From an optimization exercise on the open Yosys and OpenROAD flow, aimed at small area, a short achievable clock period and few clock cycles; shortcuts taken in it are not production practice.
Function was checked by simulation only, so behaviour that the tests miss may differ from the original.
Power and IR drop assume default switching activity.

## flow/run.sh

```bash
#!/bin/bash
# Own flow: the standard layout (standard synthesis, floorplan, placement,
# CTS, routing); only the timing repair is asked to leave a setup margin,
# and port buffers use another buffer cell. Clock and constraints unchanged.
set -e
bash standard.sh SETUP_SLACK_MARGIN=23 "BUFFER_PORTS_ARGS=-buffer_cell sky130_fd_sc_hd__buf_1" finish > standard_finish.log 2>&1
```

## standard.sh

```bash
#!/bin/bash
# synth_recipe.tcl (not shown) runs the flow's synth.tcl, then flattens the netlist and writes it again
# the make line also repeats each setting of config.mk as NAME=value (left out here)
make -C /OpenROAD-flow-scripts/flow DESIGN_CONFIG=/design/flow/config.mk WORK_HOME=/design/flow/orfs CLKGATE_MAP_FILE= SYNTH_SCRIPT=/design/flow/synth_recipe.tcl "${@:-finish}"
```

## config.mk

```make
export PLATFORM = sky130hd
export DESIGN_NAME = divider1
export DESIGN_NICKNAME = divider1
export VERILOG_FILES = /design/flow/design.v
export SDC_FILE = /design/flow/constraint.sdc
export NUM_CORES = 8
export LEC_CHECK = 0
export CAP_MARGIN = 20
export CORE_MARGIN = 2
export CORE_UTILIZATION = 40
export SLEW_MARGIN = 20
export SYNTH_HIERARCHICAL = 1
```

## constraint.sdc

```tcl
create_clock -name core_clock -period 32.0 [get_ports {clk}]
set_input_delay 6.4000 -clock core_clock [delete_from_list [all_inputs] [get_ports {clk}]]
set_output_delay 6.4000 -clock core_clock [all_outputs]
set_load 0.01 [all_outputs]
```

## design.v

```verilog
module D_FF (q, d, reset, clk);
	output logic q;
	input logic d, reset, clk;
	always_ff @(posedge clk)
		if (reset)
			q <= 0;  
		else
			q <= d;  
endmodule
module FF_en(q, d, en, reset, clk);
	output q;
	input d, en, reset, clk;
	wire dat;
	D_FF ff(.q, .d(dat), .reset, .clk);
	NAND_MUX_2x1 muxs(.out(dat), .select(en), .invSelect(~en), .in({d, q}));
endmodule
module NAND_MUX_2x1(out, select, invSelect, in);
	output out;
	input select, invSelect;
	input [1:0] in;
	wire one, zero;
	nand oneNand(one, select, in[1]);
	nand zeroNand(zero, invSelect, in[0]);
	nand sumNand(out, one, zero);
endmodule
module NAND_MUX_4x1(out, select, invSelect, in);
	output out;
	input [1:0] select, invSelect;
	input [3:0] in;
	wire three, two, one, zero;
	nand zeroNand(zero, in[0], invSelect[1], invSelect[0]);
	nand oneNand(one, in[1], invSelect[1], select[0]);
	nand twoNand(two, in[2], select[1], invSelect[0]);
	nand threeNand(three, in[3], select[1], select[0]);
	nand sumNand(out, three, two, one, zero);
endmodule
module adderC65 (val1, val2, Cin, valOut);
	input logic [64:0] val1, val2;
	input logic Cin;
	output logic [64:0] valOut; 
	logic [64:0] cinToCout;
	genvar i;
	generate
		for(i=0; i<64; i++) begin : eachAdder
			full_adder adder(.S(valOut[i+1]), .Cout(cinToCout[i+1]), .A(val1[i+1]), .B(val2[i+1]), .Cin(cinToCout[i]));
		end
	endgenerate
	full_adder startAdder(.S(valOut[0]), .Cout(cinToCout[0]), .A(val1[0]), .B(val2[0]), .Cin);
endmodule
module divider1(quotient, valid_out, divisor, dividend, valid_in, rst, clk);
  output [63:0] quotient;
  output valid_out;
  input [63:0] divisor, dividend;
  input valid_in, rst, clk;
  localparam int K  = 3;                     
  localparam int DW = 67 + K;                
  localparam int JW = 5;                     
  logic          busy;
  logic          first;   
  logic          vo;
  logic [63:0]   rr;      
  logic [DW-1:0] nd;      
  logic          sbn;     
  logic [63:0]   rq;      
  logic          neg;     
  logic [JW-1:0] cnt;     
  assign valid_out = vo | quick;
  div_neg u_neg(.q(rq), .neg(neg), .y(quotient));
  wire        sa = dividend[63];
  wire        sb = divisor[63];
  wire [63:0] ma;
  div_abs u_abs(.a(dividend), .y(ma));
  wire [7:0]  t;
  wire        az, bz;
  div_len u_len(.a(dividend), .b(divisor), .t(t), .az(az), .bz(bz));
  logic [7:0]   tr;          
  logic         azr, bzr;    
  wire        zq = azr | (tr[7] & (tr != 8'hff));     
  wire        quick = first & (zq | bzr);              
  wire [JW-1:0] j0;
  div_ncyc #(.K(K), .JW(JW)) u_ncyc(.x(tr[6:0]), .j(j0));
  wire [DW-1:0] ndeff;    
  div_shift #(.K(K), .DW(DW), .JW(JW)) u_sh(.nd(nd), .amt(j0), .first(first), .sbn(sbn), .y(ndeff));
  function automatic logic [64:0] addc(input logic [DW-1:0] a, input logic [DW-1:0] b, input logic cin);
    logic [DW:0] g, p, G, P;
    g = {a & b, cin};
    p = {a ^ b, 1'b0};
    G = g; P = p;
    for (int l = 0; (1 << l) < DW + 1; l++) begin
      logic [DW:0] G2, P2;
      G2 = G; P2 = P;
      for (int i = 0; i < DW + 1; i++) begin
        if ((i >> l) & 1) begin
          G2[i] = G[i] | (P[i] & G[((i >> l) << l) - 1]);
          P2[i] = P[i] & P[((i >> l) << l) - 1];
        end
      end
      G = G2; P = P2;
    end
    addc[64] = G[DW];
    for (int i = 0; i < 64; i++) addc[i] = p[i+1] ^ G[i];
  endfunction
  logic [63:0]   rnext;
  logic [K-1:0]  qb;
  always_comb begin
    logic [63:0]   r;
    logic [64:0]   t;
    r = rr;
    for (int j = 0; j < K; j++) begin
      if (j == 0) t = addc({{(DW-64){1'b0}}, r}, nd, ~sbn);
      else        t = addc({{(DW-64){1'b0}}, r}, ~(~ndeff >> j), ~sbn);
      qb[K-1-j] = t[64] & ~(j == 0 && first);
      if (qb[K-1-j]) r = t[63:0];
    end
    rnext = r;
  end
  wire last = ((first ? j0 : cnt) == '0);
  always_ff @(posedge clk) begin
    if (rst) begin
      busy  <= 1'b0;
      first <= 1'b0;
      vo    <= 1'b0;
    end else if (!busy) begin
      busy  <= valid_in;
      first <= valid_in;
      vo    <= 1'b0;
    end else begin
      busy  <= ~last & ~quick;
      first <= 1'b0;
      vo    <= last & ~quick;
    end
  end
  always_ff @(posedge clk) begin
    if (!busy) begin
      rr    <= ma;
      nd    <= ~({{(DW-64){sb}}, divisor} << (K - 1));
      tr    <= t;
      azr   <= az;
      bzr   <= bz;
      sbn   <= sb;
      rq    <= {63'd0, bz};
      neg   <= bz ? ~sa : (sa ^ sb);
    end else begin
      rr    <= rnext;
      nd    <= ~(~ndeff >> K);
      cnt   <= (first ? j0 : cnt) - 1'b1;
      rq    <= {rq[63-K:0], qb};
    end
  end
endmodule
module div_neg(input [63:0] q, input neg, output [63:0] y);
  assign y = neg ? (64'd0 - q) : q;
endmodule
module div_len(input [63:0] a, input [63:0] b, output [7:0] t, output az, output bz);
  function automatic logic [6:0] msb(input logic [63:0] x);
    logic [63:0] v; logic [5:0] p [64];
    for (int i = 0; i < 64; i++) begin v[i] = x[i]; p[i] = 6'(i); end
    for (int l = 0; l < 6; l++) begin
      for (int i = 0; i < (32 >> l); i++) begin
        p[i] = v[2*i+1] ? p[2*i+1] : p[2*i];
        v[i] = v[2*i+1] | v[2*i];
      end
    end
    msb = {v[0], p[0]};
  endfunction
  wire [6:0]  ta = msb({1'b0, a[62:0] ^ a[63:1]});
  wire [6:0]  tb = msb({1'b0, b[62:0] ^ b[63:1]});
  wire [7:0]  ia = ta[6] ? {2'b0, ta[5:0]} : 8'hff;
  wire [7:0]  nib = tb[6] ? ~{2'b0, tb[5:0]} : 8'h00;    
  wire [8:0]  tt = {ia, 1'b1} + {nib, a[63]};
  assign t  = tt[8:1];
  assign bz = ~tb[6] & ~b[63];
  assign az = ~ta[6] & ~a[63];
endmodule
module div_ncyc #(parameter int K = 3, parameter int JW = 5)(input [6:0] x, output logic [JW-1:0] j);
  always_comb begin
    j = '0;
    for (int i = 0; i < 128; i++) if (x == 7'(i)) j = JW'((((i + 1) % 128) + 1) / K);
  end
endmodule
module div_abs(input [63:0] a, output [63:0] y);
  assign y = a[63] ? (64'd0 - a) : a;
endmodule
module div_shift #(parameter int K = 3, parameter int DW = 70, parameter int JW = 5)
  (input [DW-1:0] nd, input [JW-1:0] amt, input first, input sbn, output [DW-1:0] y);
  logic [DW-1:0] dsh;
  always_comb begin
    dsh = nd;
    for (int k = 0; k < JW; k++) if (first & amt[k]) dsh = (dsh << (K << k)) | ~({DW{1'b1}} << (K << k));
  end
  assign y = dsh ^ {DW{first & sbn}};
endmodule
module full_adder(S, Cout, A, B, Cin);
	output S, Cout;
	input A, B, Cin;
	wire AB, AC, BC;
	xor sum(S, A, B, Cin);
	nand ab(AB, A, B);
	nand ac(AC, A, Cin);
	nand bc(BC, B, Cin);
	nand abc(Cout, AB, AC, BC);
endmodule
module mux_2x1_X65(outs, select, invSelect, ins);
	output [64:0] outs;
	input select, invSelect;
	input [1:0][64:0] ins;
		NAND_MUX_2x1 m7(.out(outs[7]), .select, .invSelect, .in({ins[1][7], ins[0][7]}));
	NAND_MUX_2x1 m6(.out(outs[6]), .select, .invSelect, .in({ins[1][6], ins[0][6]}));
	NAND_MUX_2x1 m5(.out(outs[5]), .select, .invSelect, .in({ins[1][5], ins[0][5]}));
	NAND_MUX_2x1 m4(.out(outs[4]), .select, .invSelect, .in({ins[1][4], ins[0][4]}));
	NAND_MUX_2x1 m3(.out(outs[3]), .select, .invSelect, .in({ins[1][3], ins[0][3]}));
	NAND_MUX_2x1 m2(.out(outs[2]), .select, .invSelect, .in({ins[1][2], ins[0][2]}));
	NAND_MUX_2x1 m1(.out(outs[1]), .select, .invSelect, .in({ins[1][1], ins[0][1]}));
	NAND_MUX_2x1 m0(.out(outs[0]), .select, .invSelect, .in({ins[1][0], ins[0][0]}));
		NAND_MUX_2x1 m15(.out(outs[15]), .select, .invSelect, .in({ins[1][15], ins[0][15]}));
	NAND_MUX_2x1 m14(.out(outs[14]), .select, .invSelect, .in({ins[1][14], ins[0][14]}));
	NAND_MUX_2x1 m13(.out(outs[13]), .select, .invSelect, .in({ins[1][13], ins[0][13]}));
	NAND_MUX_2x1 m12(.out(outs[12]), .select, .invSelect, .in({ins[1][12], ins[0][12]}));
	NAND_MUX_2x1 m11(.out(outs[11]), .select, .invSelect, .in({ins[1][11], ins[0][11]}));
	NAND_MUX_2x1 m10(.out(outs[10]), .select, .invSelect, .in({ins[1][10], ins[0][10]}));
	NAND_MUX_2x1 m9(.out(outs[9]), .select, .invSelect, .in({ins[1][9], ins[0][9]}));
	NAND_MUX_2x1 m8(.out(outs[8]), .select, .invSelect, .in({ins[1][8], ins[0][8]}));
		NAND_MUX_2x1 m23(.out(outs[23]), .select, .invSelect, .in({ins[1][23], ins[0][23]}));
	NAND_MUX_2x1 m22(.out(outs[22]), .select, .invSelect, .in({ins[1][22], ins[0][22]}));
	NAND_MUX_2x1 m21(.out(outs[21]), .select, .invSelect, .in({ins[1][21], ins[0][21]}));
	NAND_MUX_2x1 m20(.out(outs[20]), .select, .invSelect, .in({ins[1][20], ins[0][20]}));
	NAND_MUX_2x1 m19(.out(outs[19]), .select, .invSelect, .in({ins[1][19], ins[0][19]}));
	NAND_MUX_2x1 m18(.out(outs[18]), .select, .invSelect, .in({ins[1][18], ins[0][18]}));
	NAND_MUX_2x1 m17(.out(outs[17]), .select, .invSelect, .in({ins[1][17], ins[0][17]}));
	NAND_MUX_2x1 m16(.out(outs[16]), .select, .invSelect, .in({ins[1][16], ins[0][16]}));
		NAND_MUX_2x1 m31(.out(outs[31]), .select, .invSelect, .in({ins[1][31], ins[0][31]}));
	NAND_MUX_2x1 m30(.out(outs[30]), .select, .invSelect, .in({ins[1][30], ins[0][30]}));
	NAND_MUX_2x1 m29(.out(outs[29]), .select, .invSelect, .in({ins[1][29], ins[0][29]}));
	NAND_MUX_2x1 m28(.out(outs[28]), .select, .invSelect, .in({ins[1][28], ins[0][28]}));
	NAND_MUX_2x1 m27(.out(outs[27]), .select, .invSelect, .in({ins[1][27], ins[0][27]}));
	NAND_MUX_2x1 m26(.out(outs[26]), .select, .invSelect, .in({ins[1][26], ins[0][26]}));
	NAND_MUX_2x1 m25(.out(outs[25]), .select, .invSelect, .in({ins[1][25], ins[0][25]}));
	NAND_MUX_2x1 m24(.out(outs[24]), .select, .invSelect, .in({ins[1][24], ins[0][24]}));
		NAND_MUX_2x1 m39(.out(outs[39]), .select, .invSelect, .in({ins[1][39], ins[0][39]}));
	NAND_MUX_2x1 m38(.out(outs[38]), .select, .invSelect, .in({ins[1][38], ins[0][38]}));
	NAND_MUX_2x1 m37(.out(outs[37]), .select, .invSelect, .in({ins[1][37], ins[0][37]}));
	NAND_MUX_2x1 m36(.out(outs[36]), .select, .invSelect, .in({ins[1][36], ins[0][36]}));
	NAND_MUX_2x1 m35(.out(outs[35]), .select, .invSelect, .in({ins[1][35], ins[0][35]}));
	NAND_MUX_2x1 m34(.out(outs[34]), .select, .invSelect, .in({ins[1][34], ins[0][34]}));
	NAND_MUX_2x1 m33(.out(outs[33]), .select, .invSelect, .in({ins[1][33], ins[0][33]}));
	NAND_MUX_2x1 m32(.out(outs[32]), .select, .invSelect, .in({ins[1][32], ins[0][32]}));
		NAND_MUX_2x1 m47(.out(outs[47]), .select, .invSelect, .in({ins[1][47], ins[0][47]}));
	NAND_MUX_2x1 m46(.out(outs[46]), .select, .invSelect, .in({ins[1][46], ins[0][46]}));
	NAND_MUX_2x1 m45(.out(outs[45]), .select, .invSelect, .in({ins[1][45], ins[0][45]}));
	NAND_MUX_2x1 m44(.out(outs[44]), .select, .invSelect, .in({ins[1][44], ins[0][44]}));
	NAND_MUX_2x1 m43(.out(outs[43]), .select, .invSelect, .in({ins[1][43], ins[0][43]}));
	NAND_MUX_2x1 m42(.out(outs[42]), .select, .invSelect, .in({ins[1][42], ins[0][42]}));
	NAND_MUX_2x1 m41(.out(outs[41]), .select, .invSelect, .in({ins[1][41], ins[0][41]}));
	NAND_MUX_2x1 m40(.out(outs[40]), .select, .invSelect, .in({ins[1][40], ins[0][40]}));
		NAND_MUX_2x1 m55(.out(outs[55]), .select, .invSelect, .in({ins[1][55], ins[0][55]}));
	NAND_MUX_2x1 m54(.out(outs[54]), .select, .invSelect, .in({ins[1][54], ins[0][54]}));
	NAND_MUX_2x1 m53(.out(outs[53]), .select, .invSelect, .in({ins[1][53], ins[0][53]}));
	NAND_MUX_2x1 m52(.out(outs[52]), .select, .invSelect, .in({ins[1][52], ins[0][52]}));
	NAND_MUX_2x1 m51(.out(outs[51]), .select, .invSelect, .in({ins[1][51], ins[0][51]}));
	NAND_MUX_2x1 m50(.out(outs[50]), .select, .invSelect, .in({ins[1][50], ins[0][50]}));
	NAND_MUX_2x1 m49(.out(outs[49]), .select, .invSelect, .in({ins[1][49], ins[0][49]}));
	NAND_MUX_2x1 m48(.out(outs[48]), .select, .invSelect, .in({ins[1][48], ins[0][48]}));
		NAND_MUX_2x1 m63(.out(outs[63]), .select, .invSelect, .in({ins[1][63], ins[0][63]}));
	NAND_MUX_2x1 m62(.out(outs[62]), .select, .invSelect, .in({ins[1][62], ins[0][62]}));
	NAND_MUX_2x1 m61(.out(outs[61]), .select, .invSelect, .in({ins[1][61], ins[0][61]}));
	NAND_MUX_2x1 m60(.out(outs[60]), .select, .invSelect, .in({ins[1][60], ins[0][60]}));
	NAND_MUX_2x1 m59(.out(outs[59]), .select, .invSelect, .in({ins[1][59], ins[0][59]}));
	NAND_MUX_2x1 m58(.out(outs[58]), .select, .invSelect, .in({ins[1][58], ins[0][58]}));
	NAND_MUX_2x1 m57(.out(outs[57]), .select, .invSelect, .in({ins[1][57], ins[0][57]}));
	NAND_MUX_2x1 m56(.out(outs[56]), .select, .invSelect, .in({ins[1][56], ins[0][56]}));
		NAND_MUX_2x1 m64(.out(outs[64]), .select, .invSelect, .in({ins[1][64], ins[0][64]}));
endmodule
module mux_4x1_X65(outs, select, invSelect, ins);
	output [64:0] outs;
	input [1:0] select, invSelect;
	input [3:0][64:0] ins;
		NAND_MUX_4x1 m7(.out(outs[7]), .select, .invSelect, .in({ins[3][7], ins[2][7], ins[1][7], ins[0][7]}));
	NAND_MUX_4x1 m6(.out(outs[6]), .select, .invSelect, .in({ins[3][6], ins[2][6], ins[1][6], ins[0][6]}));
	NAND_MUX_4x1 m5(.out(outs[5]), .select, .invSelect, .in({ins[3][5], ins[2][5], ins[1][5], ins[0][5]}));
	NAND_MUX_4x1 m4(.out(outs[4]), .select, .invSelect, .in({ins[3][4], ins[2][4], ins[1][4], ins[0][4]}));
	NAND_MUX_4x1 m3(.out(outs[3]), .select, .invSelect, .in({ins[3][3], ins[2][3], ins[1][3], ins[0][3]}));
	NAND_MUX_4x1 m2(.out(outs[2]), .select, .invSelect, .in({ins[3][2], ins[2][2], ins[1][2], ins[0][2]}));
	NAND_MUX_4x1 m1(.out(outs[1]), .select, .invSelect, .in({ins[3][1], ins[2][1], ins[1][1], ins[0][1]}));
	NAND_MUX_4x1 m0(.out(outs[0]), .select, .invSelect, .in({ins[3][0], ins[2][0], ins[1][0], ins[0][0]}));
		NAND_MUX_4x1 m15(.out(outs[15]), .select, .invSelect, .in({ins[3][15], ins[2][15], ins[1][7], ins[0][15]}));
	NAND_MUX_4x1 m14(.out(outs[14]), .select, .invSelect, .in({ins[3][14], ins[2][14], ins[1][7], ins[0][14]}));
	NAND_MUX_4x1 m13(.out(outs[13]), .select, .invSelect, .in({ins[3][13], ins[2][13], ins[1][7], ins[0][13]}));
	NAND_MUX_4x1 m12(.out(outs[12]), .select, .invSelect, .in({ins[3][12], ins[2][12], ins[1][7], ins[0][12]}));
	NAND_MUX_4x1 m11(.out(outs[11]), .select, .invSelect, .in({ins[3][11], ins[2][11], ins[1][7], ins[0][11]}));
	NAND_MUX_4x1 m10(.out(outs[10]), .select, .invSelect, .in({ins[3][10], ins[2][10], ins[1][7], ins[0][10]}));
	NAND_MUX_4x1 m9(.out(outs[9]), .select, .invSelect, .in({ins[3][9], ins[2][9], ins[1][7], ins[0][9]}));
	NAND_MUX_4x1 m8(.out(outs[8]), .select, .invSelect, .in({ins[3][8], ins[2][8], ins[1][7], ins[0][8]}));
		NAND_MUX_4x1 m23(.out(outs[23]), .select, .invSelect, .in({ins[3][23], ins[2][23], ins[1][23], ins[0][23]}));
	NAND_MUX_4x1 m22(.out(outs[22]), .select, .invSelect, .in({ins[3][22], ins[2][22], ins[1][22], ins[0][22]}));
	NAND_MUX_4x1 m21(.out(outs[21]), .select, .invSelect, .in({ins[3][21], ins[2][21], ins[1][21], ins[0][21]}));
	NAND_MUX_4x1 m20(.out(outs[20]), .select, .invSelect, .in({ins[3][20], ins[2][20], ins[1][20], ins[0][20]}));
	NAND_MUX_4x1 m19(.out(outs[19]), .select, .invSelect, .in({ins[3][19], ins[2][19], ins[1][19], ins[0][19]}));
	NAND_MUX_4x1 m18(.out(outs[18]), .select, .invSelect, .in({ins[3][18], ins[2][18], ins[1][18], ins[0][18]}));
	NAND_MUX_4x1 m17(.out(outs[17]), .select, .invSelect, .in({ins[3][17], ins[2][17], ins[1][17], ins[0][17]}));
	NAND_MUX_4x1 m16(.out(outs[16]), .select, .invSelect, .in({ins[3][16], ins[2][16], ins[1][16], ins[0][16]}));
		NAND_MUX_4x1 m31(.out(outs[31]), .select, .invSelect, .in({ins[3][31], ins[2][31], ins[1][31], ins[0][31]}));
	NAND_MUX_4x1 m30(.out(outs[30]), .select, .invSelect, .in({ins[3][30], ins[2][30], ins[1][30], ins[0][30]}));
	NAND_MUX_4x1 m29(.out(outs[29]), .select, .invSelect, .in({ins[3][29], ins[2][29], ins[1][29], ins[0][29]}));
	NAND_MUX_4x1 m28(.out(outs[28]), .select, .invSelect, .in({ins[3][28], ins[2][28], ins[1][28], ins[0][28]}));
	NAND_MUX_4x1 m27(.out(outs[27]), .select, .invSelect, .in({ins[3][27], ins[2][27], ins[1][27], ins[0][27]}));
	NAND_MUX_4x1 m26(.out(outs[26]), .select, .invSelect, .in({ins[3][26], ins[2][26], ins[1][26], ins[0][26]}));
	NAND_MUX_4x1 m25(.out(outs[25]), .select, .invSelect, .in({ins[3][25], ins[2][25], ins[1][25], ins[0][25]}));
	NAND_MUX_4x1 m24(.out(outs[24]), .select, .invSelect, .in({ins[3][24], ins[2][24], ins[1][24], ins[0][24]}));
		NAND_MUX_4x1 m39(.out(outs[39]), .select, .invSelect, .in({ins[3][39], ins[2][39], ins[1][39], ins[0][39]}));
	NAND_MUX_4x1 m38(.out(outs[38]), .select, .invSelect, .in({ins[3][38], ins[2][38], ins[1][38], ins[0][38]}));
	NAND_MUX_4x1 m37(.out(outs[37]), .select, .invSelect, .in({ins[3][37], ins[2][37], ins[1][37], ins[0][37]}));
	NAND_MUX_4x1 m36(.out(outs[36]), .select, .invSelect, .in({ins[3][36], ins[2][36], ins[1][36], ins[0][36]}));
	NAND_MUX_4x1 m35(.out(outs[35]), .select, .invSelect, .in({ins[3][35], ins[2][35], ins[1][35], ins[0][35]}));
	NAND_MUX_4x1 m34(.out(outs[34]), .select, .invSelect, .in({ins[3][34], ins[2][34], ins[1][34], ins[0][34]}));
	NAND_MUX_4x1 m33(.out(outs[33]), .select, .invSelect, .in({ins[3][33], ins[2][33], ins[1][33], ins[0][33]}));
	NAND_MUX_4x1 m32(.out(outs[32]), .select, .invSelect, .in({ins[3][32], ins[2][32], ins[1][32], ins[0][32]}));
		NAND_MUX_4x1 m47(.out(outs[47]), .select, .invSelect, .in({ins[3][47], ins[2][47], ins[1][47], ins[0][47]}));
	NAND_MUX_4x1 m46(.out(outs[46]), .select, .invSelect, .in({ins[3][46], ins[2][46], ins[1][46], ins[0][46]}));
	NAND_MUX_4x1 m45(.out(outs[45]), .select, .invSelect, .in({ins[3][45], ins[2][45], ins[1][45], ins[0][45]}));
	NAND_MUX_4x1 m44(.out(outs[44]), .select, .invSelect, .in({ins[3][44], ins[2][44], ins[1][44], ins[0][44]}));
	NAND_MUX_4x1 m43(.out(outs[43]), .select, .invSelect, .in({ins[3][43], ins[2][43], ins[1][43], ins[0][43]}));
	NAND_MUX_4x1 m42(.out(outs[42]), .select, .invSelect, .in({ins[3][42], ins[2][42], ins[1][42], ins[0][42]}));
	NAND_MUX_4x1 m41(.out(outs[41]), .select, .invSelect, .in({ins[3][41], ins[2][41], ins[1][41], ins[0][41]}));
	NAND_MUX_4x1 m40(.out(outs[40]), .select, .invSelect, .in({ins[3][40], ins[2][40], ins[1][40], ins[0][40]}));
		NAND_MUX_4x1 m55(.out(outs[55]), .select, .invSelect, .in({ins[3][55], ins[2][55], ins[1][55], ins[0][55]}));
	NAND_MUX_4x1 m54(.out(outs[54]), .select, .invSelect, .in({ins[3][54], ins[2][54], ins[1][54], ins[0][54]}));
	NAND_MUX_4x1 m53(.out(outs[53]), .select, .invSelect, .in({ins[3][53], ins[2][53], ins[1][53], ins[0][53]}));
	NAND_MUX_4x1 m52(.out(outs[52]), .select, .invSelect, .in({ins[3][52], ins[2][52], ins[1][52], ins[0][52]}));
	NAND_MUX_4x1 m51(.out(outs[51]), .select, .invSelect, .in({ins[3][51], ins[2][51], ins[1][51], ins[0][51]}));
	NAND_MUX_4x1 m50(.out(outs[50]), .select, .invSelect, .in({ins[3][50], ins[2][50], ins[1][50], ins[0][50]}));
	NAND_MUX_4x1 m49(.out(outs[49]), .select, .invSelect, .in({ins[3][49], ins[2][49], ins[1][49], ins[0][49]}));
	NAND_MUX_4x1 m48(.out(outs[48]), .select, .invSelect, .in({ins[3][48], ins[2][48], ins[1][48], ins[0][48]}));
		NAND_MUX_4x1 m63(.out(outs[63]), .select, .invSelect, .in({ins[3][63], ins[2][63], ins[1][63], ins[0][63]}));
	NAND_MUX_4x1 m62(.out(outs[62]), .select, .invSelect, .in({ins[3][62], ins[2][62], ins[1][62], ins[0][62]}));
	NAND_MUX_4x1 m61(.out(outs[61]), .select, .invSelect, .in({ins[3][61], ins[2][61], ins[1][61], ins[0][61]}));
	NAND_MUX_4x1 m60(.out(outs[60]), .select, .invSelect, .in({ins[3][60], ins[2][60], ins[1][60], ins[0][60]}));
	NAND_MUX_4x1 m59(.out(outs[59]), .select, .invSelect, .in({ins[3][59], ins[2][59], ins[1][59], ins[0][59]}));
	NAND_MUX_4x1 m58(.out(outs[58]), .select, .invSelect, .in({ins[3][58], ins[2][58], ins[1][58], ins[0][58]}));
	NAND_MUX_4x1 m57(.out(outs[57]), .select, .invSelect, .in({ins[3][57], ins[2][57], ins[1][57], ins[0][57]}));
	NAND_MUX_4x1 m56(.out(outs[56]), .select, .invSelect, .in({ins[3][56], ins[2][56], ins[1][56], ins[0][56]}));
		NAND_MUX_4x1 m64(.out(outs[64]), .select, .invSelect, .in({ins[3][64], ins[2][64], ins[1][64], ins[0][64]}));
endmodule
module norifier(outs, ins1, ins0);
	output [63:0] outs;
	input [63:0] ins1, ins0;
		nor oa7(outs[7], ins1[7], ins0[7]);
	nor oa6(outs[6], ins1[6], ins0[6]);
	nor oa5(outs[5], ins1[5], ins0[5]);
	nor oa4(outs[4], ins1[4], ins0[4]);
	nor oa3(outs[3], ins1[3], ins0[3]);
	nor oa2(outs[2], ins1[2], ins0[2]);
	nor oa1(outs[1], ins1[1], ins0[1]);
	nor oa0(outs[0], ins1[0], ins0[0]);
		nor oa15(outs[15], ins1[15], ins0[15]);
	nor oa14(outs[14], ins1[14], ins0[14]);
	nor oa13(outs[13], ins1[13], ins0[13]);
	nor oa12(outs[12], ins1[12], ins0[12]);
	nor oa11(outs[11], ins1[11], ins0[11]);
	nor oa10(outs[10], ins1[10], ins0[10]);
	nor oa9(outs[9], ins1[9], ins0[9]);
	nor oa8(outs[8], ins1[8], ins0[8]);
		nor oa23(outs[23], ins1[23], ins0[23]);
	nor oa22(outs[22], ins1[22], ins0[22]);
	nor oa21(outs[21], ins1[21], ins0[21]);
	nor oa20(outs[20], ins1[20], ins0[20]);
	nor oa19(outs[19], ins1[19], ins0[19]);
	nor oa18(outs[18], ins1[18], ins0[18]);
	nor oa17(outs[17], ins1[17], ins0[17]);
	nor oa16(outs[16], ins1[16], ins0[16]);
		nor oa31(outs[31], ins1[31], ins0[31]);
	nor oa30(outs[30], ins1[30], ins0[30]);
	nor oa29(outs[29], ins1[29], ins0[29]);
	nor oa28(outs[28], ins1[28], ins0[28]);
	nor oa27(outs[27], ins1[27], ins0[27]);
	nor oa26(outs[26], ins1[26], ins0[26]);
	nor oa25(outs[25], ins1[25], ins0[25]);
	nor oa24(outs[24], ins1[24], ins0[24]);
		nor oa39(outs[39], ins1[39], ins0[39]);
	nor oa38(outs[38], ins1[38], ins0[38]);
	nor oa37(outs[37], ins1[37], ins0[37]);
	nor oa36(outs[36], ins1[36], ins0[36]);
	nor oa35(outs[35], ins1[35], ins0[35]);
	nor oa34(outs[34], ins1[34], ins0[34]);
	nor oa33(outs[33], ins1[33], ins0[33]);
	nor oa32(outs[32], ins1[32], ins0[32]);
		nor oa47(outs[47], ins1[47], ins0[47]);
	nor oa46(outs[46], ins1[46], ins0[46]);
	nor oa45(outs[45], ins1[45], ins0[45]);
	nor oa44(outs[44], ins1[44], ins0[44]);
	nor oa43(outs[43], ins1[43], ins0[43]);
	nor oa42(outs[42], ins1[42], ins0[42]);
	nor oa41(outs[41], ins1[41], ins0[41]);
	nor oa40(outs[40], ins1[40], ins0[40]);
		nor oa55(outs[55], ins1[55], ins0[55]);
	nor oa54(outs[54], ins1[54], ins0[54]);
	nor oa53(outs[53], ins1[53], ins0[53]);
	nor oa52(outs[52], ins1[52], ins0[52]);
	nor oa51(outs[51], ins1[51], ins0[51]);
	nor oa50(outs[50], ins1[50], ins0[50]);
	nor oa49(outs[49], ins1[49], ins0[49]);
	nor oa48(outs[48], ins1[48], ins0[48]);
		nor oa63(outs[63], ins1[63], ins0[63]);
	nor oa62(outs[62], ins1[62], ins0[62]);
	nor oa61(outs[61], ins1[61], ins0[61]);
	nor oa60(outs[60], ins1[60], ins0[60]);
	nor oa59(outs[59], ins1[59], ins0[59]);
	nor oa58(outs[58], ins1[58], ins0[58]);
	nor oa57(outs[57], ins1[57], ins0[57]);
	nor oa56(outs[56], ins1[56], ins0[56]);
endmodule
module registerX64(outs, ins, en, rst, clk);
	output [63:0] outs;
	input [63:0] ins;
	input en, rst, clk;
		FF_en r7(.q(outs[7]), .d(ins[7]), .en, .reset(rst), .clk);
	FF_en r6(.q(outs[6]), .d(ins[6]), .en, .reset(rst), .clk);
	FF_en r5(.q(outs[5]), .d(ins[5]), .en, .reset(rst), .clk);
	FF_en r4(.q(outs[4]), .d(ins[4]), .en, .reset(rst), .clk);
	FF_en r3(.q(outs[3]), .d(ins[3]), .en, .reset(rst), .clk);
	FF_en r2(.q(outs[2]), .d(ins[2]), .en, .reset(rst), .clk);
	FF_en r1(.q(outs[1]), .d(ins[1]), .en, .reset(rst), .clk);
	FF_en r0(.q(outs[0]), .d(ins[0]), .en, .reset(rst), .clk);
		FF_en r15(.q(outs[15]), .d(ins[15]), .en, .reset(rst), .clk);
	FF_en r14(.q(outs[14]), .d(ins[14]), .en, .reset(rst), .clk);
	FF_en r13(.q(outs[13]), .d(ins[13]), .en, .reset(rst), .clk);
	FF_en r12(.q(outs[12]), .d(ins[12]), .en, .reset(rst), .clk);
	FF_en r11(.q(outs[11]), .d(ins[11]), .en, .reset(rst), .clk);
	FF_en r10(.q(outs[10]), .d(ins[10]), .en, .reset(rst), .clk);
	FF_en r9(.q(outs[9]), .d(ins[9]), .en, .reset(rst), .clk);
	FF_en r8(.q(outs[8]), .d(ins[8]), .en, .reset(rst), .clk);
		FF_en r23(.q(outs[23]), .d(ins[23]), .en, .reset(rst), .clk);
	FF_en r22(.q(outs[22]), .d(ins[22]), .en, .reset(rst), .clk);
	FF_en r21(.q(outs[21]), .d(ins[21]), .en, .reset(rst), .clk);
	FF_en r20(.q(outs[20]), .d(ins[20]), .en, .reset(rst), .clk);
	FF_en r19(.q(outs[19]), .d(ins[19]), .en, .reset(rst), .clk);
	FF_en r18(.q(outs[18]), .d(ins[18]), .en, .reset(rst), .clk);
	FF_en r17(.q(outs[17]), .d(ins[17]), .en, .reset(rst), .clk);
	FF_en r16(.q(outs[16]), .d(ins[16]), .en, .reset(rst), .clk);
		FF_en r31(.q(outs[31]), .d(ins[31]), .en, .reset(rst), .clk);
	FF_en r30(.q(outs[30]), .d(ins[30]), .en, .reset(rst), .clk);
	FF_en r29(.q(outs[29]), .d(ins[29]), .en, .reset(rst), .clk);
	FF_en r28(.q(outs[28]), .d(ins[28]), .en, .reset(rst), .clk);
	FF_en r27(.q(outs[27]), .d(ins[27]), .en, .reset(rst), .clk);
	FF_en r26(.q(outs[26]), .d(ins[26]), .en, .reset(rst), .clk);
	FF_en r25(.q(outs[25]), .d(ins[25]), .en, .reset(rst), .clk);
	FF_en r24(.q(outs[24]), .d(ins[24]), .en, .reset(rst), .clk);
		FF_en r39(.q(outs[39]), .d(ins[39]), .en, .reset(rst), .clk);
	FF_en r38(.q(outs[38]), .d(ins[38]), .en, .reset(rst), .clk);
	FF_en r37(.q(outs[37]), .d(ins[37]), .en, .reset(rst), .clk);
	FF_en r36(.q(outs[36]), .d(ins[36]), .en, .reset(rst), .clk);
	FF_en r35(.q(outs[35]), .d(ins[35]), .en, .reset(rst), .clk);
	FF_en r34(.q(outs[34]), .d(ins[34]), .en, .reset(rst), .clk);
	FF_en r33(.q(outs[33]), .d(ins[33]), .en, .reset(rst), .clk);
	FF_en r32(.q(outs[32]), .d(ins[32]), .en, .reset(rst), .clk);
		FF_en r47(.q(outs[47]), .d(ins[47]), .en, .reset(rst), .clk);
	FF_en r46(.q(outs[46]), .d(ins[46]), .en, .reset(rst), .clk);
	FF_en r45(.q(outs[45]), .d(ins[45]), .en, .reset(rst), .clk);
	FF_en r44(.q(outs[44]), .d(ins[44]), .en, .reset(rst), .clk);
	FF_en r43(.q(outs[43]), .d(ins[43]), .en, .reset(rst), .clk);
	FF_en r42(.q(outs[42]), .d(ins[42]), .en, .reset(rst), .clk);
	FF_en r41(.q(outs[41]), .d(ins[41]), .en, .reset(rst), .clk);
	FF_en r40(.q(outs[40]), .d(ins[40]), .en, .reset(rst), .clk);
		FF_en r55(.q(outs[55]), .d(ins[55]), .en, .reset(rst), .clk);
	FF_en r54(.q(outs[54]), .d(ins[54]), .en, .reset(rst), .clk);
	FF_en r53(.q(outs[53]), .d(ins[53]), .en, .reset(rst), .clk);
	FF_en r52(.q(outs[52]), .d(ins[52]), .en, .reset(rst), .clk);
	FF_en r51(.q(outs[51]), .d(ins[51]), .en, .reset(rst), .clk);
	FF_en r50(.q(outs[50]), .d(ins[50]), .en, .reset(rst), .clk);
	FF_en r49(.q(outs[49]), .d(ins[49]), .en, .reset(rst), .clk);
	FF_en r48(.q(outs[48]), .d(ins[48]), .en, .reset(rst), .clk);
		FF_en r63(.q(outs[63]), .d(ins[63]), .en, .reset(rst), .clk);
	FF_en r62(.q(outs[62]), .d(ins[62]), .en, .reset(rst), .clk);
	FF_en r61(.q(outs[61]), .d(ins[61]), .en, .reset(rst), .clk);
	FF_en r60(.q(outs[60]), .d(ins[60]), .en, .reset(rst), .clk);
	FF_en r59(.q(outs[59]), .d(ins[59]), .en, .reset(rst), .clk);
	FF_en r58(.q(outs[58]), .d(ins[58]), .en, .reset(rst), .clk);
	FF_en r57(.q(outs[57]), .d(ins[57]), .en, .reset(rst), .clk);
	FF_en r56(.q(outs[56]), .d(ins[56]), .en, .reset(rst), .clk);
endmodule
module registerX65(outs, ins, en, rst, clk);
	output [64:0] outs;
	input [64:0] ins;
	input en, rst, clk;
		FF_en r7(.q(outs[7]), .d(ins[7]), .en, .reset(rst), .clk);
	FF_en r6(.q(outs[6]), .d(ins[6]), .en, .reset(rst), .clk);
	FF_en r5(.q(outs[5]), .d(ins[5]), .en, .reset(rst), .clk);
	FF_en r4(.q(outs[4]), .d(ins[4]), .en, .reset(rst), .clk);
	FF_en r3(.q(outs[3]), .d(ins[3]), .en, .reset(rst), .clk);
	FF_en r2(.q(outs[2]), .d(ins[2]), .en, .reset(rst), .clk);
	FF_en r1(.q(outs[1]), .d(ins[1]), .en, .reset(rst), .clk);
	FF_en r0(.q(outs[0]), .d(ins[0]), .en, .reset(rst), .clk);
		FF_en r15(.q(outs[15]), .d(ins[15]), .en, .reset(rst), .clk);
	FF_en r14(.q(outs[14]), .d(ins[14]), .en, .reset(rst), .clk);
	FF_en r13(.q(outs[13]), .d(ins[13]), .en, .reset(rst), .clk);
	FF_en r12(.q(outs[12]), .d(ins[12]), .en, .reset(rst), .clk);
	FF_en r11(.q(outs[11]), .d(ins[11]), .en, .reset(rst), .clk);
	FF_en r10(.q(outs[10]), .d(ins[10]), .en, .reset(rst), .clk);
	FF_en r9(.q(outs[9]), .d(ins[9]), .en, .reset(rst), .clk);
	FF_en r8(.q(outs[8]), .d(ins[8]), .en, .reset(rst), .clk);
		FF_en r23(.q(outs[23]), .d(ins[23]), .en, .reset(rst), .clk);
	FF_en r22(.q(outs[22]), .d(ins[22]), .en, .reset(rst), .clk);
	FF_en r21(.q(outs[21]), .d(ins[21]), .en, .reset(rst), .clk);
	FF_en r20(.q(outs[20]), .d(ins[20]), .en, .reset(rst), .clk);
	FF_en r19(.q(outs[19]), .d(ins[19]), .en, .reset(rst), .clk);
	FF_en r18(.q(outs[18]), .d(ins[18]), .en, .reset(rst), .clk);
	FF_en r17(.q(outs[17]), .d(ins[17]), .en, .reset(rst), .clk);
	FF_en r16(.q(outs[16]), .d(ins[16]), .en, .reset(rst), .clk);
		FF_en r31(.q(outs[31]), .d(ins[31]), .en, .reset(rst), .clk);
	FF_en r30(.q(outs[30]), .d(ins[30]), .en, .reset(rst), .clk);
	FF_en r29(.q(outs[29]), .d(ins[29]), .en, .reset(rst), .clk);
	FF_en r28(.q(outs[28]), .d(ins[28]), .en, .reset(rst), .clk);
	FF_en r27(.q(outs[27]), .d(ins[27]), .en, .reset(rst), .clk);
	FF_en r26(.q(outs[26]), .d(ins[26]), .en, .reset(rst), .clk);
	FF_en r25(.q(outs[25]), .d(ins[25]), .en, .reset(rst), .clk);
	FF_en r24(.q(outs[24]), .d(ins[24]), .en, .reset(rst), .clk);
		FF_en r39(.q(outs[39]), .d(ins[39]), .en, .reset(rst), .clk);
	FF_en r38(.q(outs[38]), .d(ins[38]), .en, .reset(rst), .clk);
	FF_en r37(.q(outs[37]), .d(ins[37]), .en, .reset(rst), .clk);
	FF_en r36(.q(outs[36]), .d(ins[36]), .en, .reset(rst), .clk);
	FF_en r35(.q(outs[35]), .d(ins[35]), .en, .reset(rst), .clk);
	FF_en r34(.q(outs[34]), .d(ins[34]), .en, .reset(rst), .clk);
	FF_en r33(.q(outs[33]), .d(ins[33]), .en, .reset(rst), .clk);
	FF_en r32(.q(outs[32]), .d(ins[32]), .en, .reset(rst), .clk);
		FF_en r47(.q(outs[47]), .d(ins[47]), .en, .reset(rst), .clk);
	FF_en r46(.q(outs[46]), .d(ins[46]), .en, .reset(rst), .clk);
	FF_en r45(.q(outs[45]), .d(ins[45]), .en, .reset(rst), .clk);
	FF_en r44(.q(outs[44]), .d(ins[44]), .en, .reset(rst), .clk);
	FF_en r43(.q(outs[43]), .d(ins[43]), .en, .reset(rst), .clk);
	FF_en r42(.q(outs[42]), .d(ins[42]), .en, .reset(rst), .clk);
	FF_en r41(.q(outs[41]), .d(ins[41]), .en, .reset(rst), .clk);
	FF_en r40(.q(outs[40]), .d(ins[40]), .en, .reset(rst), .clk);
		FF_en r55(.q(outs[55]), .d(ins[55]), .en, .reset(rst), .clk);
	FF_en r54(.q(outs[54]), .d(ins[54]), .en, .reset(rst), .clk);
	FF_en r53(.q(outs[53]), .d(ins[53]), .en, .reset(rst), .clk);
	FF_en r52(.q(outs[52]), .d(ins[52]), .en, .reset(rst), .clk);
	FF_en r51(.q(outs[51]), .d(ins[51]), .en, .reset(rst), .clk);
	FF_en r50(.q(outs[50]), .d(ins[50]), .en, .reset(rst), .clk);
	FF_en r49(.q(outs[49]), .d(ins[49]), .en, .reset(rst), .clk);
	FF_en r48(.q(outs[48]), .d(ins[48]), .en, .reset(rst), .clk);
		FF_en r63(.q(outs[63]), .d(ins[63]), .en, .reset(rst), .clk);
	FF_en r62(.q(outs[62]), .d(ins[62]), .en, .reset(rst), .clk);
	FF_en r61(.q(outs[61]), .d(ins[61]), .en, .reset(rst), .clk);
	FF_en r60(.q(outs[60]), .d(ins[60]), .en, .reset(rst), .clk);
	FF_en r59(.q(outs[59]), .d(ins[59]), .en, .reset(rst), .clk);
	FF_en r58(.q(outs[58]), .d(ins[58]), .en, .reset(rst), .clk);
	FF_en r57(.q(outs[57]), .d(ins[57]), .en, .reset(rst), .clk);
	FF_en r56(.q(outs[56]), .d(ins[56]), .en, .reset(rst), .clk);
		FF_en r64(.q(outs[64]), .d(ins[64]), .en, .reset(rst), .clk);
endmodule
module xnorifier(outs, ins1, ins0);
	output [63:0] outs;
	input [63:0] ins1, ins0;
		xnor  xoa7(outs[7], ins1[7], ins0[7]);
	xnor xoa6(outs[6], ins1[6], ins0[6]);
	xnor xoa5(outs[5], ins1[5], ins0[5]);
	xnor xoa4(outs[4], ins1[4], ins0[4]);
	xnor xoa3(outs[3], ins1[3], ins0[3]);
	xnor xoa2(outs[2], ins1[2], ins0[2]);
	xnor xoa1(outs[1], ins1[1], ins0[1]);
	xnor xoa0(outs[0], ins1[0], ins0[0]);
		xnor xoa15(outs[15], ins1[15], ins0[15]);
	xnor xoa14(outs[14], ins1[14], ins0[14]);
	xnor xoa13(outs[13], ins1[13], ins0[13]);
	xnor xoa12(outs[12], ins1[12], ins0[12]);
	xnor xoa11(outs[11], ins1[11], ins0[11]);
	xnor xoa10(outs[10], ins1[10], ins0[10]);
	xnor xoa9(outs[9], ins1[9], ins0[9]);
	xnor xoa8(outs[8], ins1[8], ins0[8]);
		xnor xoa23(outs[23], ins1[23], ins0[23]);
	xnor xoa22(outs[22], ins1[22], ins0[22]);
	xnor xoa21(outs[21], ins1[21], ins0[21]);
	xnor xoa20(outs[20], ins1[20], ins0[20]);
	xnor xoa19(outs[19], ins1[19], ins0[19]);
	xnor xoa18(outs[18], ins1[18], ins0[18]);
	xnor xoa17(outs[17], ins1[17], ins0[17]);
	xnor xoa16(outs[16], ins1[16], ins0[16]);
		xnor xoa31(outs[31], ins1[31], ins0[31]);
	xnor xoa30(outs[30], ins1[30], ins0[30]);
	xnor xoa29(outs[29], ins1[29], ins0[29]);
	xnor xoa28(outs[28], ins1[28], ins0[28]);
	xnor xoa27(outs[27], ins1[27], ins0[27]);
	xnor xoa26(outs[26], ins1[26], ins0[26]);
	xnor xoa25(outs[25], ins1[25], ins0[25]);
	xnor xoa24(outs[24], ins1[24], ins0[24]);
		xnor xoa39(outs[39], ins1[39], ins0[39]);
	xnor xoa38(outs[38], ins1[38], ins0[38]);
	xnor xoa37(outs[37], ins1[37], ins0[37]);
	xnor xoa36(outs[36], ins1[36], ins0[36]);
	xnor xoa35(outs[35], ins1[35], ins0[35]);
	xnor xoa34(outs[34], ins1[34], ins0[34]);
	xnor xoa33(outs[33], ins1[33], ins0[33]);
	xnor xoa32(outs[32], ins1[32], ins0[32]);
		xnor xoa47(outs[47], ins1[47], ins0[47]);
	xnor xoa46(outs[46], ins1[46], ins0[46]);
	xnor xoa45(outs[45], ins1[45], ins0[45]);
	xnor xoa44(outs[44], ins1[44], ins0[44]);
	xnor xoa43(outs[43], ins1[43], ins0[43]);
	xnor xoa42(outs[42], ins1[42], ins0[42]);
	xnor xoa41(outs[41], ins1[41], ins0[41]);
	xnor xoa40(outs[40], ins1[40], ins0[40]);
		xnor xoa55(outs[55], ins1[55], ins0[55]);
	xnor xoa54(outs[54], ins1[54], ins0[54]);
	xnor xoa53(outs[53], ins1[53], ins0[53]);
	xnor xoa52(outs[52], ins1[52], ins0[52]);
	xnor xoa51(outs[51], ins1[51], ins0[51]);
	xnor xoa50(outs[50], ins1[50], ins0[50]);
	xnor xoa49(outs[49], ins1[49], ins0[49]);
	xnor xoa48(outs[48], ins1[48], ins0[48]);
		xnor xoa63(outs[63], ins1[63], ins0[63]);
	xnor xoa62(outs[62], ins1[62], ins0[62]);
	xnor xoa61(outs[61], ins1[61], ins0[61]);
	xnor xoa60(outs[60], ins1[60], ins0[60]);
	xnor xoa59(outs[59], ins1[59], ins0[59]);
	xnor xoa58(outs[58], ins1[58], ins0[58]);
	xnor xoa57(outs[57], ins1[57], ins0[57]);
	xnor xoa56(outs[56], ins1[56], ins0[56]);
endmodule
```

==> Implementation_results.wiki, run 1 <==
{| class="wikitable"
! Metric !! Value
|-
| Number of non-filler instances in the completed layout || 5064
|-
| Sequence of cells on the critical path || or4_4, nor4_4, buf_4, nand4_4, o41ai_4, xnor2_1, buf_2
|-
| Cell area power density || 93.3 nW/µm²
|-
| Final design instance area without fill || 37400 µm²
|-
| Slowest library cell on the worst path || sky130_fd_sc_hd__or4_4
|-
| Run status || complete, no violations
|-
| Startpoint of the most critical setup path || rq[10]$_SDFF_PN0_
|-
| CTS buffer count || 27
|-
| Drt initial violations || 3418
|-
| Sinks on the clock net || 216
|-
| Period minus WS final || 9.32 ns
|-
| Highest net fanout along the worst path || 5
|-
| H-tree depth reported by CTS || 1
|-
| Number of pins with negative max-slew slack in the final report || 0
|-
| M2 GR Usage || 0.476
|-
| Vias in the first global route || 28400
|-
| Count of TritonRoute iterations in the first routing pass || 6
|-
| Unrepaired setup endpoints after global routing || true
|-
| GRT Residual Overflow || 0
|-
| GR Layer Usage met1 || 0.406
|-
| Post-DP Area || 29600 µm²
|-
| Effective utilization at floorplan || 0.404
|-
| I/O Buffers || 195
|-
| Post-detail-place hpwl || 81000 µm
|-
| Drt total wl || 125000 µm
|-
| Buffer type at the clock tree root || sky130_fd_sc_hd__clkbuf_16
|-
| RR Startpoint || tr[2]$_DFFE_PN_
|-
| Insertion delay of the later-clocked pin in the worst-skew pair || 0.61 ns
|-
| Kind of path behind the tightest hold check || flip-flop to flip-flop
|-
| Category of the most critical setup path || flip-flop to output pin
|-
| Routed wire length per instance || 24.7 µm
|-
| Clock slew at reported path FFs || 0.06 ns
|-
| Placed Cells || 4715
|-
| Vias after detailed routing || 32100
|-
| Die area || 72900 µm²
|-
| Final Net Count || 4452
|-
| Critical Path AT || 2.92 ns
|-
| Area of the core || 70000 µm²
|-
| Synth Cell Area || 28300 µm²
|-
| Clock tree buffer depth || 3
|-
| Number of antenna-violating nets in the routed design || 0
|-
| Worst IR drop on VDD || 0.0000423 V
|-
| Share of cells above drive strength 1 || 0.275
|-
| Antenna violations before repair || 4
|-
| Critical path's largest stage delay || 0.56 ns
|-
| Syn. warnings || 12
|-
| Remaining routing DRC violations || 0
|-
| Largest net degree at the start of global routing || 91
|-
| # setup viols final || 0
|-
| Max-cap viol count || 0
|-
| Gate count after technology mapping || 3726
|-
| Slew at the pin closest to its max-slew limit || 1.21 ns
|-
| Overall global routing resource usage || 0.304
|-
| Number of hold-repair buffers added at the cts stage || 0
|-
| Setup TNS || 0 ns
|-
| Peak-usage layer in the global routing report || met2
|-
| Area delta synth->final || 32.2%
|-
| Number of nets in the synthesized netlist || 4076
|-
| Synthesized area per cell || 7.59 µm²
|-
| Via-per-instance ratio || 6.34
|-
| Global-route wire length before repair || 174000 µm
|-
| Die height || 270 µm
|-
| Global Route met3 Usage || 0.0573
|-
| TritonCTS clock tree || yes
|-
| Final cycle utilization of the critical path || 0.291
|-
| Total I/O pin count || 196
|-
| Standard-cell row count || 97
|-
| Category of the worst setup path launch point || flip-flop
|-
| Die W || 270 µm
|-
| Highest Clock Rate || 107 MHz
|-
| Max-Slew Margin vs Limit || 0.196
|-
| Worst EP required || 25.60 ns
|-
| Leakage || 15.4 nW
|-
| Start point of the worst hold path || rq[58]$_SDFF_PN0_
|-
| Count of final hold-check violations || 0
|-
| Setup crit end kind || output pin
|-
| Weighted congestion at the end of routability-driven global placement || 0.988
|-
| Final setup skew || 0.0288 ns
|}
-- registers in the layout, indices dropped and copies added, names as in the netlist --
| name | flops |
|---|---|
| azr | 1 |
| busy | 1 |
| bzr | 1 |
| cnt | 5 |
| first | 1 |
| nd | 68 |
| neg | 1 |
| rq | 64 |
| rr | 64 |
| sbn | 1 |
| tr | 8 |
| vo | 1 |
-- timing repair --
| action | CTS | global route |
|---|---|---|
| pin swaps | 109 | 200 |
| gates cloned | 24 | 20 |
| setup buffers | 145 | 109 |
| setup endpoints to repair | 126 | 129 |
| gates resized for setup | 445 | 419 |
-- cells in the final DEF (no fill, tap or decap), drive strengths merged, types with 87 or more instances in the layout --
cell type	count
buf	482
nand2	424
nor2	324
xnor2	272
a21oi	242
o21ai	214
ha	200
dfxtp	199
nand3	119
inv	110
mux2i	97
a21o	87
-- per-stage QoR --
stage / setup slack [ns] / hold slack (ns) / util / total power [W]
global route: 22.60 / 0.503 / 0.534 / 0.00369
finish: 22.68 / 0.485 / 0.534 / 0.00349
detailed placement: 19.14 / 0.494 / 0.423 / 0.00248
CTS: 22.73 / 0.491 / 0.490 / 0.00311
global placement: 19.19 / 0.498 / 0.423 / 0.00249
floorplan: 22.44 / 0.469 / - / 0.00199
-- cell type report --
| cell class | instances | area, µm² |
|---|---|---|
| diodes | 1 | 2.50 |
| clock buffers | 34 | 752 |
| clock inverters | 16 | 308 |
| fillers | 6462 | 32600 |
| inverters | 108 | 408 |
| multi-input cells | 3217 | 25500 |
| flip-flops and latches | 216 | 4580 |
| well taps | 940 | 1180 |
| repair buffers | 532 | 4650 |
-- critical path, delay by kind of cell, from the launching register on --
family                    cells  cell delay, ns
buffers and inverters         2            0.34
AOI/OAI and AO/OA             1            0.37
and+or+nand+nor               3            1.07
DFF                           1            0.36
xor gates and xnor gates      1            0.17
-- final timing paths --
kind | cells past startpoint | endpoint | slack, ns
min | 1 | rq[61]$_SDFF_PN0_ | 0.48
max | 7 | quotient[62] | 22.68
min reg2reg | 1 | rq[61]$_SDFF_PN0_ | 0.48
max reg2reg | 39 | rr[10]$_DFF_P_ | 22.90
-- power by group --
| group | switching, W | internal (W) | leakage, nW |
|---|---|---|---|
| Sequential | 0.0000955 | 0.000326 | 1.84 |
| Combinational | 0.00152 | 0.00117 | 13.1 |
| Clock | 0.000144 | 0.000232 | 0.522 |
| Total | 0.00176 | 0.00173 | 15.4 |
-- routing by layer --
| metal | vias up | share of wire |
|---|---|---|
| li1 | 14600 | - |
| met4 | 4 | 0.057 |
| met5 | - | 0.00022 |
| met3 | 377 | 0.10 |
| met2 | 1859 | 0.44 |
| met1 | 15300 | 0.40 |
Testbench counts, summed over its fixed seeds: cycles 6,098.
==> run 2, diff against run 1 <==
--- a/flow/run.sh
+++ b/flow/run.sh
@@ -5,2 +5,2 @@
 set -e
-bash standard.sh SETUP_SLACK_MARGIN=23 "BUFFER_PORTS_ARGS=-buffer_cell sky130_fd_sc_hd__buf_1" finish > standard_finish.log 2>&1
+bash standard.sh SETUP_SLACK_MARGIN=22.8 "BUFFER_PORTS_ARGS=-buffer_cell sky130_fd_sc_hd__buf_1" finish > standard_finish.log 2>&1
==> run 2 against run 1 <==
  * Non-clock buffer count decreased by 64
  * Area after synthesis unchanged
  * Fmax decreased by 0.57%
  * Die area unchanged
  * Clock-buffer cell count unchanged
  * Wire length decreased by 4.7%
  * Setup slack got worse by 0.053 ns
  * First-iteration DRC count increased by 5.0%
  * Sequential cell count unchanged
  * Clock power about the same
  * Largest power group unchanged
  * Highest routed layer unchanged
==> Implementation_results.wiki, run 2 <==
{| class="wikitable"
! Metric !! Value
|-
| I/O Buffers || 195 (unchanged)
|-
| Most common library cell in the layout ignoring fill and taps || sky130_fd_sc_hd__nand2_1
|-
| Gate family responsible for the most delay along the worst path || compound AO/OA/AOI/OAI gates
|-
| Insertion delay of the later-clocked pin in the worst-skew pair || 0.61 ns (about the same)
|-
| Switching power summed over all nets || 0.00168 W (-4.2%)
|-
| Clock group share of total power || 0.112 (+0.004)
|-
| Highest net fanout along the worst path || 5 (unchanged)
|-
| Overall global routing resource usage || 0.296 (-0.00811)
|-
| Area of the core || 70000 µm² (unchanged)
|-
| Post-Route Hold Slack || 0.481 ns (-0.00389 ns)
|-
| Number of flip-flops in the largest register || 68 (unchanged)
|-
| Standard-cell row count || 97 (unchanged)
|-
| Sequence of cells on the critical path || buf_12, or4_4, o22a_1, buf_4, a211o_1, o211ai_1, a311oi_4, a22oi_2, ha_4, a21oi_2, nand2b_4, a21boi_2, o41ai_2, xnor2_1
|-
| Leakage || 14.7 nW (-4.8%)
|-
| Share of cells above drive strength 1 || 0.228 (-0.0466)
|-
| Worst IR drop on VDD || 0.0000454 V (+7.4%)
|-
| Die area || 72900 µm² (unchanged)
|-
| Post-detail-place hpwl || 81000 µm (unchanged)
|-
| Highest Clock Rate || 107 MHz (-0.57%)
|-
| Count of TritonRoute iterations in the first routing pass || 6 (unchanged)
|-
| Weighted congestion at the end of routability-driven global placement || 0.988 (unchanged)
|-
| Number of antenna-violating nets in the routed design || 0 (unchanged)
|-
| Comb power frac || 0.763 (-0.008)
|-
| Utilization after layout || 0.511 (-0.0226)
|-
| # setup viols final || 0 (unchanged)
|-
| Slowest library cell on the worst path || sky130_fd_sc_hd__a22oi_2
|-
| Filler Cells Inserted || 6683 (+3.4%)
|-
| Max-Slew Margin vs Limit || 0.224 (+0.0276)
|-
| Final cycle utilization of the critical path || 0.293 (+0.00167)
|-
| Pre-CTS WS || 19.14 ns (unchanged)
|-
| Setup crit end kind || flip-flop
|-
| Area delta synth->final || 26.6%
|-
| Most frequent cells in the layout || 409 x sky130_fd_sc_hd__nand2_1, 306 x sky130_fd_sc_hd__nor2_1, 245 x sky130_fd_sc_hd__xnor2_1
|-
| Category of the most critical setup path || input port to flip-flop
|-
| Biggest register || nd
|-
| Number of pins with negative max-slew slack in the final report || 0 (unchanged)
|-
| Number of buffers and inverters on the critical path || 2 (unchanged)
|-
| Clock slew at reported path FFs || 0.06 ns (about the same)
|-
| Critical path's largest stage delay || 0.53 ns (-0.03 ns)
|-
| Die W || 270 µm (unchanged)
|-
| Die height || 270 µm (unchanged)
|-
| GRT Residual Overflow || 0 (unchanged)
|-
| Buffer type at the clock tree root || sky130_fd_sc_hd__clkbuf_16
|-
| Gate count after technology mapping || 3726 (unchanged)
|-
| Synth Cell Area || 28300 µm² (unchanged)
|-
| Clock tree buffer depth || 3 (unchanged)
|-
| Setup slack of the critical path after layout || 22.62 ns (-0.0534 ns)
|-
| Count of final hold-check violations || 0 (unchanged)
|-
| Slew at the pin closest to its max-slew limit || 1.16 ns (-0.0415 ns)
|-
| Synthesized area per cell || 7.59 µm² (unchanged)
|-
| Sinks on the clock net || 216 (unchanged)
|-
| Worst EP required || 32.33 ns (+6.73 ns)
|-
| Period minus WS final || 9.38 ns (+0.0534 ns)
|-
| Switching fraction of total power || 0.502 (-0.00115)
|-
| H-tree depth reported by CTS || 1 (unchanged)
|-
| Max-cap viol count || 0 (unchanged)
|-
| Total I/O pin count || 196 (unchanged)
|-
| Kind of path behind the tightest hold check || flip-flop to flip-flop
|-
| Number of hold-repair buffers added at the cts stage || 0 (unchanged)
|-
| Largest net degree at the start of global routing || 91 (unchanged)
|-
| Vias in the first global route || 27700 (-2.4%)
|-
| Drt initial violations || 3590 (+5.0%)
|-
| Unrepaired setup endpoints after global routing || true
|-
| Number of nets in the synthesized netlist || 4076 (unchanged)
|-
| Final setup skew || 0.0255 ns (-0.00335 ns)
|-
| Run status || complete, no violations
|-
| CTS buffer count || 27 (unchanged)
|-
| Vias after detailed routing || 31200 (-2.9%)
|-
| Setup TNS || 0 ns (unchanged)
|-
| TritonCTS clock tree || yes
|-
| Remaining routing DRC violations || 0 (unchanged)
|-
| Category of the worst setup path launch point || input port
|-
| Antenna violations before repair || 4 (unchanged)
|-
| Sequential fraction of design power || 0.126 (+0.005)
|-
| Via-per-instance ratio || 6.24 (-1.6%)
|-
| Biggest regs || nd x68, rq x64, rr x64
|-
| Cell area power density || 93.5 nW/µm² (+0.30%)
|-
| Drt total wl || 119000 µm (-4.7%)
|-
| Routed wire length per instance || 23.8 µm (-3.4%)
|-
| Syn. warnings || 12 (unchanged)
|-
| Final Net Count || 4383 (-1.5%)
|-
| Global-route wire length before repair || 169000 µm (-2.5%)
|-
| Internal Dissipation || 0.00167 W (-3.7%)
|-
| Effective utilization at floorplan || 0.404 (unchanged)
|-
| Critical Path AT || 9.70 ns (+6.78 ns)
|}
run 2: worst paths after layout:
check	start	endpoint	slack [ns]	depth (start not counted)
max	dividend[46]	tr[6]$_DFFE_PN_	22.62	14
min reg2reg	rq[5]$_SDFF_PN0_	rq[8]$_SDFF_PN0_	0.48	1
max reg2reg	sbn$_DFFE_PN_	rr[55]$_DFF_P_	22.82	40
min	rq[5]$_SDFF_PN0_	rq[8]$_SDFF_PN0_	0.48	1
run 2: final cells by class:
type	count	area [µm²]	area share
multi-input combinational	3212	24800	0.691
sequential	216	4560	0.127
timing repair buffer	468	3860	0.108
tap	940	1180	0.0328
clock buffer	34	752	0.0210
inverter	108	408	0.0114
clock inverter	16	308	0.00859
antenna	1	2.50	0.0000699
run 2: metal layers:
metal | vias to the layer above | wire length (µm) | track usage
met1 | 14700 | 49000 | 0.400
met4 | 2 | 6320 | 0.121
met3 | 359 | 12000 | 0.0534
li1 | 14400 | - | -
met5 | - | 13 | 0
met2 | 1609 | 51600 | 0.463
run 2: repair_timing:
action | 4_1_cts | 5_1_grt
pin swaps | 75 | 124
setup endpoints to repair | 117 | 116
hold endpoints to repair | 0 | 0
gates resized for setup | 311 | 338
gates cloned | 17 | 10
setup buffers | 103 | 99
run 2: power groups by stage:
stage | combinational, W | clock (W) | sequential [W]
after floorplan | 0.00162 | 0 | 0.000363
after detailed placement | 0.00206 | 0 | 0.000424
after global routing | 0.00275 | 0.000388 | 0.000421
final | 0.00256 | 0.000375 | 0.000421
after global placement | 0.00206 | 0 | 0.000426
after CTS | 0.00225 | 0.000378 | 0.000412
run 2: through the flow:
stage	instance area (µm²)	instances	power [W]
after floorplan	28400	3726	0.00199
after global placement	29600	4715	0.00249
after detailed placement	29600	4715	0.00248
after CTS	33200	4885	0.00304
after global routing	35800	4995	0.00356
final	35800	4995	0.00335
==> run 3, diff against run 2 <==
--- a/flow/run.sh
+++ b/flow/run.sh
@@ -5,2 +5,2 @@
 set -e
-bash standard.sh SETUP_SLACK_MARGIN=22.8 "BUFFER_PORTS_ARGS=-buffer_cell sky130_fd_sc_hd__buf_1" finish > standard_finish.log 2>&1
+bash standard.sh SETUP_SLACK_MARGIN=22.5 "BUFFER_PORTS_ARGS=-buffer_cell sky130_fd_sc_hd__buf_1" finish > standard_finish.log 2>&1
==> run 3 against run 2 <==
  * Still clean
  * Via count down 3.1%
  * Hold slack better by 0.030 ns
  * Die area unchanged
  * Clock power down 15%
  * Cell count shrank 2.7%
  * Clock skew is 0.0063 ns lower
  * Sequential power barely moved
  * Wire length fell by 5.9%
  * Synthesized cell count is the same
  * Critical endpoint unchanged
  * Highest routed layer unchanged
==> Implementation_results.wiki, run 3 <==
{| class="wikitable"
! Metric !! Value
|-
| Utilization after layout || 0.471 (-0.0404)
|-
| Cell area power density || 93.9 nW/µm² (+0.37%)
|-
| Number of flip-flops in the largest register || 68 (unchanged)
|-
| Area delta synth->final || 16.6%
|-
| Gate family responsible for the most delay along the worst path || simple AND/OR/NAND/NOR gates
|-
| Overall global routing resource usage || 0.288 (-0.00817)
|-
| Effective utilization at floorplan || 0.404 (unchanged)
|-
| Antenna violations before repair || 3 (-1)
|-
| Syn. warnings || 12 (unchanged)
|-
| Clock tree buffer depth || 3 (unchanged)
|-
| Most common library cell in the layout ignoring fill and taps || sky130_fd_sc_hd__nand2_1
|-
| Setup crit end kind || flip-flop
|-
| Standard-cell row count || 97 (unchanged)
|-
| Total I/O pin count || 196 (unchanged)
|-
| Synth Cell Area || 28300 µm² (unchanged)
|-
| CTS buffer count || 26 (-3.7%)
|-
| Buffer type at the clock tree root || sky130_fd_sc_hd__clkbuf_16
|-
| Via-per-instance ratio || 6.21 (-0.42%)
|-
| Number of buffers and inverters on the critical path || 1 (-1)
|-
| Worst EP required || 32.33 ns (about the same)
|-
| Sequence of cells on the critical path || buf_2, or4_1, o22a_2, or2_4, or4_4, nand2_4, o31ai_2, ha_1, a21o_1, a21oi_2, nand2b_4, a21boi_2, o41ai_2, xnor2_1
|-
| Number of nets in the synthesized netlist || 4076 (unchanged)
|-
| Period minus WS final || 9.40 ns (+0.0214 ns)
|-
| Post-DP Area || 29600 µm² (-0.12%)
|-
| Count of TritonRoute iterations in the first routing pass || 7 (+1)
|-
| Share of cells above drive strength 1 || 0.155 (-0.0736)
|-
| Setup TNS || 0 ns (unchanged)
|-
| Critical path's largest stage delay || 0.56 ns (+0.03 ns)
|-
| Count of final hold-check violations || 0 (unchanged)
|-
| Die W || 270 µm (unchanged)
|-
| Clock slew at reported path FFs || 0.06 ns (about the same)
|-
| H-tree depth reported by CTS || 1 (unchanged)
|-
| I/O Buffers || 195 (unchanged)
|-
| Area of the core || 70000 µm² (unchanged)
|-
| Max-cap viol count || 0 (unchanged)
|-
| Biggest register || nd
|-
| Highest Clock Rate || 106 MHz (-0.23%)
|-
| Pre-CTS WS || 19.02 ns (-0.117 ns)
|-
| Number of pins with negative max-slew slack in the final report || 0 (unchanged)
|-
| Category of the worst setup path launch point || input port
|-
| Sinks on the clock net || 216 (unchanged)
|-
| Slowest library cell on the worst path || sky130_fd_sc_hd__or4_4
|-
| Number of non-filler instances in the completed layout || 4861 (-2.7%)
|-
| Gate count after technology mapping || 3726 (unchanged)
|-
| Routed wire length per instance || 23.0 µm (-3.4%)
|-
| Max-Slew Margin vs Limit || 0.334 (+0.111)
|-
| Die area || 72900 µm² (unchanged)
|-
| Filler Cells Inserted || 7001 (+4.8%)
|-
| Insertion delay of the later-clocked pin in the worst-skew pair || 0.59 ns (-0.02 ns)
|-
| Most frequent cells in the layout || 412 x sky130_fd_sc_hd__nand2_1, 314 x sky130_fd_sc_hd__nor2_1, 245 x sky130_fd_sc_hd__xnor2_1
|-
| Final cycle utilization of the critical path || 0.294 (+0.000669)
|-
| Drt initial violations || 3483 (-3.0%)
|-
| Run status || complete, no violations
|-
| Weighted congestion at the end of routability-driven global placement || 0.997 (+0.97%)
|-
| Number of antenna-violating nets in the routed design || 0 (unchanged)
|-
| Unrepaired setup endpoints after global routing || true
|-
| Critical Path AT || 9.72 ns (+0.02 ns)
|-
| # setup viols final || 0 (unchanged)
|-
| GRT Residual Overflow || 0 (unchanged)
|-
| Post-detail-place hpwl || 80600 µm (-0.50%)
|-
| Placed Cells || 4710 (-0.11%)
|-
| Biggest regs || nd x68, rq x64, rr x64
|-
| Final setup skew || 0.0191 ns (-0.00634 ns)
|-
| Vias in the first global route || 27400 (-1.1%)
|-
| Remaining routing DRC violations || 0 (unchanged)
|-
| Drt total wl || 112000 µm (-5.9%)
|-
| Setup slack of the critical path after layout || 22.60 ns (-0.0214 ns)
|-
| Kind of path behind the tightest hold check || flip-flop to flip-flop
|-
| Vias after detailed routing || 30200 (-3.1%)
|-
| Slew at the pin closest to its max-slew limit || 0.998 ns (-0.166 ns)
|-
| Worst IR drop on VDD || 0.0000394 V (-13%)
|}
[run 3: stage by stage]
step	power, W	hold slack [ns]
6_report	0.00310	0.511
2_1_floorplan	0.00199	0.469
4_1_cts	0.00290	0.510
3_3_place_gp	0.00247	0.495
5_1_grt	0.00332	0.527
3_5_place_dp	0.00247	0.495
[run 3: timing repair]
action	4_1_cts	5_1_grt
setup endpoints to repair	75	81
pin swaps	23	48
cloned	11	7
buffers inserted	41	44
resized for setup	163	166
hold endpoints to repair	0	0
[run 3: worst register-to-register path: cells and delay by family (launching register included)]
kind	cells	cell delay [ns]
xor+xnor	1	0.15
flops	1	0.63
buf+inv	7	1.41
mux	3	1.15
compound gates	20	4.34
fa+ha+maj	2	0.70
simple gates	6	0.88
[run 3: power breakdown]
part / internal, W / switching [W]
clock network: 0.000181 / 0.000138
registers: 0.000327 / 0.0000934
logic: 0.000994 / 0.00136
total: 0.00150 / 0.00160
[run 3: area by class of cell]
type | count | area [µm²] | area share
Antenna cell | 1 | 2.50 | 0.0000758
Clock buffer | 31 | 699 | 0.0212
Clock inverter | 16 | 181 | 0.00550
Inverter | 108 | 410 | 0.0124
Multi-Input combinational cell | 3213 | 23700 | 0.718
Sequential cell | 216 | 4540 | 0.138
Tap cell | 940 | 1180 | 0.0356
Timing Repair Buffer | 336 | 2300 | 0.0696
[run 3: per-layer routing]
layer  part of all wire  GRT usage  vias to the layer above
li1                   -          -                    14100
met1               0.42      0.388                    14100
met2               0.42      0.438                     1587
met3               0.10     0.0534                      358
met4              0.058      0.146                        2
met5            0.00012          0                        -
[run 3: final timing paths]
| kind | start | endpoint | slack, ns | cells past startpoint |
|---|---|---|---|---|
| worst max-delay path | divisor[32] | tr[6]$_DFFE_PN_ | 22.60 | 14 |
| worst min-delay path | rq[58]$_SDFF_PN0_ | rq[61]$_SDFF_PN0_ | 0.51 | 1 |
| worst max register to register | tr[4]$_DFFE_PN_ | rr[13]$_DFF_P_ | 22.66 | 39 |
| worst min register to register | rq[58]$_SDFF_PN0_ | rq[61]$_SDFF_PN0_ | 0.51 | 1 |

Re-timed with assumed drivers on the ports (clkbuf_16 on the clock, buf_2 on other inputs), run 3 has 22.591 ns of setup slack against 22.602 ns with ideal ports, and 21.944 ns once port delays also move by the mid clock arrival of 0.647 ns.
